Background: an optimization exercise with open tools, aiming at small area, a short achievable clock period and few clock cycles per item. Do not read the settings as production practice. Where RTL was checked, it was by simulation tests only, not by an equivalence proof against the original. Power is estimated from default activity; no workload was simulated.

==> v17: inputs <==
// f32_mult
module f32_mult (
  input logic clk, rst_n,
  input logic [31:0] a, b,
  input logic start,
  output logic done,
  output logic [31:0] p
);
Settings: LEC_CHECK=0, ABC_AREA=1, CAP_MARGIN=20, CORE_MARGIN=2, CORE_UTILIZATION=40, PLACE_DENSITY=0.75, SETUP_SLACK_MARGIN=3.6, SLEW_MARGIN=20, SYNTH_HIERARCHICAL=1, SYNTH_MINIMUM_KEEP_SIZE=0; clock period 12.0 ns.
standard.sh (not shown) runs the stock make flow with config.mk's settings and CLKGATE_MAP_FILE= SYNTH_SCRIPT=/design/flow/synth_recipe.tcl, a recipe that flattens the netlist after the stock synthesis.
==> flow/flow/run.sh <==
#!/bin/bash
# The standard layout, with the input/output port buffers made from plain
# buf cells (buffer_ports otherwise picks a slow delay cell for them).
set -euo pipefail
bash standard.sh "BUFFER_PORTS_ARGS=-buffer_cell sky130_fd_sc_hd__buf_4" finish > standard_flow.log 2>&1
==> v2: changes against v17 <==
--- a/flow/design.v
+++ b/flow/design.v
@@ -830,66 +830,57 @@
   assign rx = {fc256, fc255, fc254, fc253, fc252, fc251, fc250, fc249, fc248, fc247, fc246, fc245, fc244, fc243, fc242, fc241, fc240, fc239, fc238, fc237, fc236, fc235, fc234, fc233, fc232, fc231, fc230, fc229, fc228, fc227, fc226, fc225, fc224, fc223, fc222, fc221, fc220, fc219, fc218, fc217, fc216, fc215, fc214, hc38, hc37, hs37, bp_0_1, bn0};
   assign ry = {hs39, fs256, fs255, fs254, fs253, fs252, fs251, fs250, fs249, fs248, fs247, fs246, fs245, fs244, fs243, fs242, fs241, fs240, fs239, fs238, fs237, fs236, fs235, fs234, fs233, fs232, fs231, fs230, fs229, fs228, fs227, fs226, fs225, fs224, fs223, fs222, fs221, fs220, fs219, fs218, fs217, fs216, fs215, fs214, hs38, bp_1_0, 1'b0, bp_0_0};
 logic [4:0] lz;
 logic [5:0] tz;
 assign lz = lzc24(a_ez ? m_a : m_b);
 assign tz = {1'b0, tzc24(m_a)} + {1'b0, tzc24(m_b)};
-logic nr;                       
-logic [9:0] c_sh;               
-logic [5:0] sh;                 
-logic [8:0] e_base;
-assign c_sh = 10'd151 - {1'b0, x_sum};
-assign nr = {1'b0, x_sum} >= 10'd128 + {5'b0, lz};
-assign e_base = x_sum - 9'd128 - {4'b0, lz};
-always_comb begin
-  if (nr)
-    sh = 6'd23 - {1'b0, lz};
-  else if (c_sh[9:6] != 4'd0)
-    sh = 6'd63;
-  else
-    sh = c_sh[5:0];
-end
-logic [3:0] d0, d1, d2;
-assign d0 = 4'b1 << sh[1:0];
-assign d1 = 4'b1 << sh[3:2];
-assign d2 = 4'b1 << sh[5:4];
 logic [47:0] gr, pr;
 assign gr = rx & ry;
 assign pr = rx ^ ry;
 logic sp_nan, sp_inf, sp_zero;
 logic [21:0] sp_pay;
 assign sp_nan  = a_nan | b_nan | ((a_inf | b_inf) & (a_zero | b_zero));
 assign sp_pay  = a_nan ? a[21:0] : b_nan ? b[21:0] : 22'h0;
 assign sp_inf  = a_inf | b_inf;
 assign sp_zero = a_zero | b_zero | (a_den & b_den);
 logic [47:0] g_q, p_q;
-logic [5:0] sh_q, tz_q;
-logic [3:0] d0_q, d1_q, d2_q;
-logic [8:0] e_base_q;
-logic nr_q;
+logic [8:0] x_sum_q;
+logic [4:0] lz_q;
+logic [5:0] tz_q;
 logic s_q, sp_nan_q, sp_inf_q, sp_zero_q;
 logic [21:0] sp_pay_q;
 always_ff @(posedge clk) begin
   g_q <= gr;
   p_q <= pr;
-  sh_q <= sh;
-  d0_q <= d0;
-  d1_q <= d1;
-  d2_q <= d2;
-  e_base_q <= e_base;
-  nr_q <= nr;
+  x_sum_q <= x_sum;
+  lz_q <= lz;
   tz_q <= tz;
   s_q <= s_r;
   sp_nan_q <= sp_nan;
   sp_inf_q <= sp_inf;
   sp_zero_q <= sp_zero;
   sp_pay_q <= sp_pay;
 end
+logic nr;                       
+logic [9:0] c_sh;               
+logic [5:0] sh;                 
+logic [8:0] e_base;
+assign c_sh = 10'd151 - {1'b0, x_sum_q};
+assign nr = {1'b0, x_sum_q} >= 10'd128 + {5'b0, lz_q};
+assign e_base = x_sum_q - 9'd128 - {4'b0, lz_q};
+always_comb begin
+  if (nr)
+    sh = 6'd23 - {1'b0, lz_q};
+  else if (c_sh[9:6] != 4'd0)
+    sh = 6'd63;
+  else
+    sh = c_sh[5:0];
+end
 logic st0, st1;
-assign st1 = {1'b0, tz_q} < {1'b0, sh_q};
-assign st0 = {1'b0, tz_q} + 7'd1 < {1'b0, sh_q};
+assign st1 = {1'b0, tz_q} < {1'b0, sh};
+assign st0 = {1'b0, tz_q} + 7'd1 < {1'b0, sh};
 logic [47:0] prod;
   logic [48:0] sum;
   logic [48:0] g0, p0;
   assign g0 = {g_q, 1'b0};
   assign p0 = {p_q, 1'b0};
   logic cg0, cp0;
@@ -1384,50 +1375,54 @@
 logic [8:0] e1, e2;
 logic [8:0] e_pre;
 logic ovf;
 logic [30:0] rounded;
 logic [22:0] ones;
 logic [8:0] e_pre1;
+logic [3:0] d0, d1, d2;
 logic [95:0] v0;
 logic [40:0] v1;
 logic [28:0] v2;
+assign d0 = 4'b1 << sh[1:0];
+assign d1 = 4'b1 << sh[3:2];
+assign d2 = 4'b1 << sh[5:4];
 assign v0 = {47'b0, prod, 1'b0};
 always_comb begin
   for (int i = 0; i < 41; i++)
-    v1[i] = (d2_q[0] & v0[i]) | (d2_q[1] & v0[i + 16]) | (d2_q[2] & v0[i + 32]) | (d2_q[3] & v0[i + 48]);
+    v1[i] = (d2[0] & v0[i]) | (d2[1] & v0[i + 16]) | (d2[2] & v0[i + 32]) | (d2[3] & v0[i + 48]);
   for (int i = 0; i < 29; i++)
-    v2[i] = (d1_q[0] & v1[i]) | (d1_q[1] & v1[i + 4]) | (d1_q[2] & v1[i + 8]) | (d1_q[3] & v1[i + 12]);
+    v2[i] = (d1[0] & v1[i]) | (d1[1] & v1[i + 4]) | (d1[2] & v1[i + 8]) | (d1[3] & v1[i + 12]);
   for (int i = 0; i < 26; i++)
-    win[i] = (d0_q[0] & v2[i]) | (d0_q[1] & v2[i + 1]) | (d0_q[2] & v2[i + 2]) | (d0_q[3] & v2[i + 3]);
+    win[i] = (d0[0] & v2[i]) | (d0[1] & v2[i + 1]) | (d0[2] & v2[i + 2]) | (d0[3] & v2[i + 3]);
 end
 assign top = win[25];
-assign e1 = e_base_q + 9'd1;
-assign e2 = e_base_q + 9'd2;
+assign e1 = e_base + 9'd1;
+assign e2 = e_base + 9'd2;
 always_comb begin
   if (top) begin
     mant = win[25:2];
     guard = win[1];
     sticky = st1;
   end else begin
     mant = win[24:1];
     guard = win[0];
     sticky = st0;
   end
-  if (!nr_q)
+  if (!nr)
     e_pre1 = {8'b0, mant[23]} + 9'd1;
   else if (top)
     e_pre1 = e2 + 9'd1;
   else
     e_pre1 = e1 + 9'd1;
-  if (!nr_q)
+  if (!nr)
     e_pre = {8'b0, mant[23]};
   else if (top)
     e_pre = e2;
   else
     e_pre = e1;
-  ovf = nr_q & (e_pre >= 9'd255);
+  ovf = nr & (e_pre >= 9'd255);
 end
 logic [22:0] po [0:5];
 always_comb begin
   po[0] = mant[22:0];
   for (int l = 0; l < 5; l++)
     for (int i = 0; i < 23; i++)
- SETUP_SLACK_MARGIN: 3.6 -> 1.5
==> v7: changes against v17 <==
--- a/flow/design.v
+++ b/flow/design.v
@@ -830,66 +830,57 @@
   assign rx = {fc256, fc255, fc254, fc253, fc252, fc251, fc250, fc249, fc248, fc247, fc246, fc245, fc244, fc243, fc242, fc241, fc240, fc239, fc238, fc237, fc236, fc235, fc234, fc233, fc232, fc231, fc230, fc229, fc228, fc227, fc226, fc225, fc224, fc223, fc222, fc221, fc220, fc219, fc218, fc217, fc216, fc215, fc214, hc38, hc37, hs37, bp_0_1, bn0};
   assign ry = {hs39, fs256, fs255, fs254, fs253, fs252, fs251, fs250, fs249, fs248, fs247, fs246, fs245, fs244, fs243, fs242, fs241, fs240, fs239, fs238, fs237, fs236, fs235, fs234, fs233, fs232, fs231, fs230, fs229, fs228, fs227, fs226, fs225, fs224, fs223, fs222, fs221, fs220, fs219, fs218, fs217, fs216, fs215, fs214, hs38, bp_1_0, 1'b0, bp_0_0};
 logic [4:0] lz;
 logic [5:0] tz;
 assign lz = lzc24(a_ez ? m_a : m_b);
 assign tz = {1'b0, tzc24(m_a)} + {1'b0, tzc24(m_b)};
-logic nr;                       
-logic [9:0] c_sh;               
-logic [5:0] sh;                 
-logic [8:0] e_base;
-assign c_sh = 10'd151 - {1'b0, x_sum};
-assign nr = {1'b0, x_sum} >= 10'd128 + {5'b0, lz};
-assign e_base = x_sum - 9'd128 - {4'b0, lz};
-always_comb begin
-  if (nr)
-    sh = 6'd23 - {1'b0, lz};
-  else if (c_sh[9:6] != 4'd0)
-    sh = 6'd63;
-  else
-    sh = c_sh[5:0];
-end
-logic [3:0] d0, d1, d2;
-assign d0 = 4'b1 << sh[1:0];
-assign d1 = 4'b1 << sh[3:2];
-assign d2 = 4'b1 << sh[5:4];
 logic [47:0] gr, pr;
 assign gr = rx & ry;
 assign pr = rx ^ ry;
 logic sp_nan, sp_inf, sp_zero;
 logic [21:0] sp_pay;
 assign sp_nan  = a_nan | b_nan | ((a_inf | b_inf) & (a_zero | b_zero));
 assign sp_pay  = a_nan ? a[21:0] : b_nan ? b[21:0] : 22'h0;
 assign sp_inf  = a_inf | b_inf;
 assign sp_zero = a_zero | b_zero | (a_den & b_den);
 logic [47:0] g_q, p_q;
-logic [5:0] sh_q, tz_q;
-logic [3:0] d0_q, d1_q, d2_q;
-logic [8:0] e_base_q;
-logic nr_q;
+logic [8:0] x_sum_q;
+logic [4:0] lz_q;
+logic [5:0] tz_q;
 logic s_q, sp_nan_q, sp_inf_q, sp_zero_q;
 logic [21:0] sp_pay_q;
 always_ff @(posedge clk) begin
   g_q <= gr;
   p_q <= pr;
-  sh_q <= sh;
-  d0_q <= d0;
-  d1_q <= d1;
-  d2_q <= d2;
-  e_base_q <= e_base;
-  nr_q <= nr;
+  x_sum_q <= x_sum;
+  lz_q <= lz;
   tz_q <= tz;
   s_q <= s_r;
   sp_nan_q <= sp_nan;
   sp_inf_q <= sp_inf;
   sp_zero_q <= sp_zero;
   sp_pay_q <= sp_pay;
 end
+logic nr;                       
+logic [9:0] c_sh;               
+logic [5:0] sh;                 
+logic [8:0] e_base;
+assign c_sh = 10'd151 - {1'b0, x_sum_q};
+assign nr = {1'b0, x_sum_q} >= 10'd128 + {5'b0, lz_q};
+assign e_base = x_sum_q - 9'd128 - {4'b0, lz_q};
+always_comb begin
+  if (nr)
+    sh = 6'd23 - {1'b0, lz_q};
+  else if (c_sh[9:6] != 4'd0)
+    sh = 6'd63;
+  else
+    sh = c_sh[5:0];
+end
 logic st0, st1;
-assign st1 = {1'b0, tz_q} < {1'b0, sh_q};
-assign st0 = {1'b0, tz_q} + 7'd1 < {1'b0, sh_q};
+assign st1 = {1'b0, tz_q} < {1'b0, sh};
+assign st0 = {1'b0, tz_q} + 7'd1 < {1'b0, sh};
 logic [47:0] prod;
   logic [48:0] sum;
   logic [48:0] g0, p0;
   assign g0 = {g_q, 1'b0};
   assign p0 = {p_q, 1'b0};
   logic cg0, cp0;
@@ -1384,50 +1375,54 @@
 logic [8:0] e1, e2;
 logic [8:0] e_pre;
 logic ovf;
 logic [30:0] rounded;
 logic [22:0] ones;
 logic [8:0] e_pre1;
+logic [3:0] d0, d1, d2;
 logic [95:0] v0;
 logic [40:0] v1;
 logic [28:0] v2;
+assign d0 = 4'b1 << sh[1:0];
+assign d1 = 4'b1 << sh[3:2];
+assign d2 = 4'b1 << sh[5:4];
 assign v0 = {47'b0, prod, 1'b0};
 always_comb begin
   for (int i = 0; i < 41; i++)
-    v1[i] = (d2_q[0] & v0[i]) | (d2_q[1] & v0[i + 16]) | (d2_q[2] & v0[i + 32]) | (d2_q[3] & v0[i + 48]);
+    v1[i] = (d2[0] & v0[i]) | (d2[1] & v0[i + 16]) | (d2[2] & v0[i + 32]) | (d2[3] & v0[i + 48]);
   for (int i = 0; i < 29; i++)
-    v2[i] = (d1_q[0] & v1[i]) | (d1_q[1] & v1[i + 4]) | (d1_q[2] & v1[i + 8]) | (d1_q[3] & v1[i + 12]);
+    v2[i] = (d1[0] & v1[i]) | (d1[1] & v1[i + 4]) | (d1[2] & v1[i + 8]) | (d1[3] & v1[i + 12]);
   for (int i = 0; i < 26; i++)
-    win[i] = (d0_q[0] & v2[i]) | (d0_q[1] & v2[i + 1]) | (d0_q[2] & v2[i + 2]) | (d0_q[3] & v2[i + 3]);
+    win[i] = (d0[0] & v2[i]) | (d0[1] & v2[i + 1]) | (d0[2] & v2[i + 2]) | (d0[3] & v2[i + 3]);
 end
 assign top = win[25];
-assign e1 = e_base_q + 9'd1;
-assign e2 = e_base_q + 9'd2;
+assign e1 = e_base + 9'd1;
+assign e2 = e_base + 9'd2;
 always_comb begin
   if (top) begin
     mant = win[25:2];
     guard = win[1];
     sticky = st1;
   end else begin
     mant = win[24:1];
     guard = win[0];
     sticky = st0;
   end
-  if (!nr_q)
+  if (!nr)
     e_pre1 = {8'b0, mant[23]} + 9'd1;
   else if (top)
     e_pre1 = e2 + 9'd1;
   else
     e_pre1 = e1 + 9'd1;
-  if (!nr_q)
+  if (!nr)
     e_pre = {8'b0, mant[23]};
   else if (top)
     e_pre = e2;
   else
     e_pre = e1;
-  ovf = nr_q & (e_pre >= 9'd255);
+  ovf = nr & (e_pre >= 9'd255);
 end
 logic [22:0] po [0:5];
 always_comb begin
   po[0] = mant[22:0];
   for (int l = 0; l < 5; l++)
     for (int i = 0; i < 23; i++)
- SETUP_SLACK_MARGIN: 3.6 -> 4.0
==> v14: changes against v17 <==
--- a/flow/design.v
+++ b/flow/design.v
@@ -830,66 +830,57 @@
   assign rx = {fc256, fc255, fc254, fc253, fc252, fc251, fc250, fc249, fc248, fc247, fc246, fc245, fc244, fc243, fc242, fc241, fc240, fc239, fc238, fc237, fc236, fc235, fc234, fc233, fc232, fc231, fc230, fc229, fc228, fc227, fc226, fc225, fc224, fc223, fc222, fc221, fc220, fc219, fc218, fc217, fc216, fc215, fc214, hc38, hc37, hs37, bp_0_1, bn0};
   assign ry = {hs39, fs256, fs255, fs254, fs253, fs252, fs251, fs250, fs249, fs248, fs247, fs246, fs245, fs244, fs243, fs242, fs241, fs240, fs239, fs238, fs237, fs236, fs235, fs234, fs233, fs232, fs231, fs230, fs229, fs228, fs227, fs226, fs225, fs224, fs223, fs222, fs221, fs220, fs219, fs218, fs217, fs216, fs215, fs214, hs38, bp_1_0, 1'b0, bp_0_0};
 logic [4:0] lz;
 logic [5:0] tz;
 assign lz = lzc24(a_ez ? m_a : m_b);
 assign tz = {1'b0, tzc24(m_a)} + {1'b0, tzc24(m_b)};
-logic nr;                       
-logic [9:0] c_sh;               
-logic [5:0] sh;                 
-logic [8:0] e_base;
-assign c_sh = 10'd151 - {1'b0, x_sum};
-assign nr = {1'b0, x_sum} >= 10'd128 + {5'b0, lz};
-assign e_base = x_sum - 9'd128 - {4'b0, lz};
-always_comb begin
-  if (nr)
-    sh = 6'd23 - {1'b0, lz};
-  else if (c_sh[9:6] != 4'd0)
-    sh = 6'd63;
-  else
-    sh = c_sh[5:0];
-end
-logic [3:0] d0, d1, d2;
-assign d0 = 4'b1 << sh[1:0];
-assign d1 = 4'b1 << sh[3:2];
-assign d2 = 4'b1 << sh[5:4];
 logic [47:0] gr, pr;
 assign gr = rx & ry;
 assign pr = rx ^ ry;
 logic sp_nan, sp_inf, sp_zero;
 logic [21:0] sp_pay;
 assign sp_nan  = a_nan | b_nan | ((a_inf | b_inf) & (a_zero | b_zero));
 assign sp_pay  = a_nan ? a[21:0] : b_nan ? b[21:0] : 22'h0;
 assign sp_inf  = a_inf | b_inf;
 assign sp_zero = a_zero | b_zero | (a_den & b_den);
 logic [47:0] g_q, p_q;
-logic [5:0] sh_q, tz_q;
-logic [3:0] d0_q, d1_q, d2_q;
-logic [8:0] e_base_q;
-logic nr_q;
+logic [8:0] x_sum_q;
+logic [4:0] lz_q;
+logic [5:0] tz_q;
 logic s_q, sp_nan_q, sp_inf_q, sp_zero_q;
 logic [21:0] sp_pay_q;
 always_ff @(posedge clk) begin
   g_q <= gr;
   p_q <= pr;
-  sh_q <= sh;
-  d0_q <= d0;
-  d1_q <= d1;
-  d2_q <= d2;
-  e_base_q <= e_base;
-  nr_q <= nr;
+  x_sum_q <= x_sum;
+  lz_q <= lz;
   tz_q <= tz;
   s_q <= s_r;
   sp_nan_q <= sp_nan;
   sp_inf_q <= sp_inf;
   sp_zero_q <= sp_zero;
   sp_pay_q <= sp_pay;
 end
+logic nr;                       
+logic [9:0] c_sh;               
+logic [5:0] sh;                 
+logic [8:0] e_base;
+assign c_sh = 10'd151 - {1'b0, x_sum_q};
+assign nr = {1'b0, x_sum_q} >= 10'd128 + {5'b0, lz_q};
+assign e_base = x_sum_q - 9'd128 - {4'b0, lz_q};
+always_comb begin
+  if (nr)
+    sh = 6'd23 - {1'b0, lz_q};
+  else if (c_sh[9:6] != 4'd0)
+    sh = 6'd63;
+  else
+    sh = c_sh[5:0];
+end
 logic st0, st1;
-assign st1 = {1'b0, tz_q} < {1'b0, sh_q};
-assign st0 = {1'b0, tz_q} + 7'd1 < {1'b0, sh_q};
+assign st1 = {1'b0, tz_q} < {1'b0, sh};
+assign st0 = {1'b0, tz_q} + 7'd1 < {1'b0, sh};
 logic [47:0] prod;
   logic [48:0] sum;
   logic [48:0] g0, p0;
   assign g0 = {g_q, 1'b0};
   assign p0 = {p_q, 1'b0};
   logic cg0, cp0;
@@ -1384,50 +1375,54 @@
 logic [8:0] e1, e2;
 logic [8:0] e_pre;
 logic ovf;
 logic [30:0] rounded;
 logic [22:0] ones;
 logic [8:0] e_pre1;
+logic [3:0] d0, d1, d2;
 logic [95:0] v0;
 logic [40:0] v1;
 logic [28:0] v2;
+assign d0 = 4'b1 << sh[1:0];
+assign d1 = 4'b1 << sh[3:2];
+assign d2 = 4'b1 << sh[5:4];
 assign v0 = {47'b0, prod, 1'b0};
 always_comb begin
   for (int i = 0; i < 41; i++)
-    v1[i] = (d2_q[0] & v0[i]) | (d2_q[1] & v0[i + 16]) | (d2_q[2] & v0[i + 32]) | (d2_q[3] & v0[i + 48]);
+    v1[i] = (d2[0] & v0[i]) | (d2[1] & v0[i + 16]) | (d2[2] & v0[i + 32]) | (d2[3] & v0[i + 48]);
   for (int i = 0; i < 29; i++)
-    v2[i] = (d1_q[0] & v1[i]) | (d1_q[1] & v1[i + 4]) | (d1_q[2] & v1[i + 8]) | (d1_q[3] & v1[i + 12]);
+    v2[i] = (d1[0] & v1[i]) | (d1[1] & v1[i + 4]) | (d1[2] & v1[i + 8]) | (d1[3] & v1[i + 12]);
   for (int i = 0; i < 26; i++)
-    win[i] = (d0_q[0] & v2[i]) | (d0_q[1] & v2[i + 1]) | (d0_q[2] & v2[i + 2]) | (d0_q[3] & v2[i + 3]);
+    win[i] = (d0[0] & v2[i]) | (d0[1] & v2[i + 1]) | (d0[2] & v2[i + 2]) | (d0[3] & v2[i + 3]);
 end
 assign top = win[25];
-assign e1 = e_base_q + 9'd1;
-assign e2 = e_base_q + 9'd2;
+assign e1 = e_base + 9'd1;
+assign e2 = e_base + 9'd2;
 always_comb begin
   if (top) begin
     mant = win[25:2];
     guard = win[1];
     sticky = st1;
   end else begin
     mant = win[24:1];
     guard = win[0];
     sticky = st0;
   end
-  if (!nr_q)
+  if (!nr)
     e_pre1 = {8'b0, mant[23]} + 9'd1;
   else if (top)
     e_pre1 = e2 + 9'd1;
   else
     e_pre1 = e1 + 9'd1;
-  if (!nr_q)
+  if (!nr)
     e_pre = {8'b0, mant[23]};
   else if (top)
     e_pre = e2;
   else
     e_pre = e1;
-  ovf = nr_q & (e_pre >= 9'd255);
+  ovf = nr & (e_pre >= 9'd255);
 end
 logic [22:0] po [0:5];
 always_comb begin
   po[0] = mant[22:0];
   for (int l = 0; l < 5; l++)
     for (int i = 0; i < 23; i++)
- SETUP_SLACK_MARGIN: 3.6 -> 4.6
==> results.txt <==
In die area, v2 and v14 do not differ.
The highest via count belongs to v14, the lowest to v2.
The lowest power belongs to v17, the highest to v14.
Fmax, highest first: v14, v7, v17, v2.
Against v2, the wire length of v17 is higher by 4.6%.
Synthesized area is the same in v2 and v14.
The lowest critical path depth belongs to v2, the highest to v7.
==> figures <==
|  | v7 | v17 | v2 | v14 |
|---|---|---|---|---|
| Post-Syn Area | 23,200 um2 | 23,400 um2 | 23,200 um2 | 23,200 um2 |
| Fraction of the mapped netlist area in compound gates | 0.129 | 0.137 | 0.129 | 0.129 |
| Footprint of the multi-input gates | 18,700 um2 | 18,500 um2 | 18,500 um2 | 19,500 um2 |
| Top achievable clock speed | 131 MHz | 126 MHz | 120 MHz | 136 MHz |
| Stages on the worst setup path | 33 | 31 | 27 | 32 |
| Number of inserted diodes | 0 | 1 | 0 | 1 |
| Global-route met2 utilization | 0.423 | 0.434 | 0.420 | 0.426 |
| Worst path arrival time | 5220 ps | 5540 ps | 5950 ps | 4930 ps |
| Run status | no timing/DRC/antenna violations | no timing/DRC/antenna violations | no timing/DRC/antenna violations | no timing/DRC/antenna violations |
| Pin count of the biggest net entering global routing | 54 | 60 | 54 | 54 |
| Vias per cell | 5.82 | 5.90 | 5.80 | 5.89 |
| Combinational share of power | 0.811 | 0.782 | 0.808 | 0.824 |
| Fraction of the yosys area taken by sequential cells | 0.122 | 0.133 | 0.122 | 0.122 |
| Number of optimization iterations in the first detailed-route pass | 6 | 8 | 6 | 6 |
| Area fraction in and, or, nand and nor cells after synthesis | 0.256 | 0.244 | 0.256 | 0.256 |
| Gates resized, CTS repair | 5 | 0 | 0 | 39 |
Testbench counts of v17, summed over its fixed seeds: cycles 12,000, ops 12,000.
Function not checked in v2, v7 and v14: the RTL went through the layout flow alone.

-- port drivers added, routing unchanged --
In the flow no input, the clock included, has a driving cell. The finished layouts below were timed again as built, in two steps. Step 1 (the two cells are an assumption about what drives the block):
set clk [get_ports {clk}]
set_driving_cell -lib_cell sky130_fd_sc_hd__clkbuf_16 $clk
set_driving_cell -lib_cell sky130_fd_sc_hd__buf_2 [delete_from_list [all_inputs] $clk]
Step 2, shift: input delay + t, output delay - t, t = (earliest + latest rising clock arrival at the registers) / 2. This alone moves slack from input paths to output paths. a / b / c = ideal ports / drivers / drivers and shift; a / b = the first two.
run | shift t [ns] | setup slack, ns | worst setup path at the end | worst data-port slew with drivers (ns)
v17 | 0.509 | 4.064 / 4.002 / 4.068 | input to register | 0.09
v2 | 0.494 | 3.653 / 3.593 / 4.088 | register to output | 0.07
v7 | 0.490 | 4.378 / 4.322 / 4.258 | input to register | 0.07
v14 | 0.489 | 4.669 / 4.611 / 4.283 | input to register | 0.07
After both steps every run listed still meets setup and hold. The setup slack of v14, which loses most, moves by -0.058 ns with the drivers and by -0.386 ns with both steps.
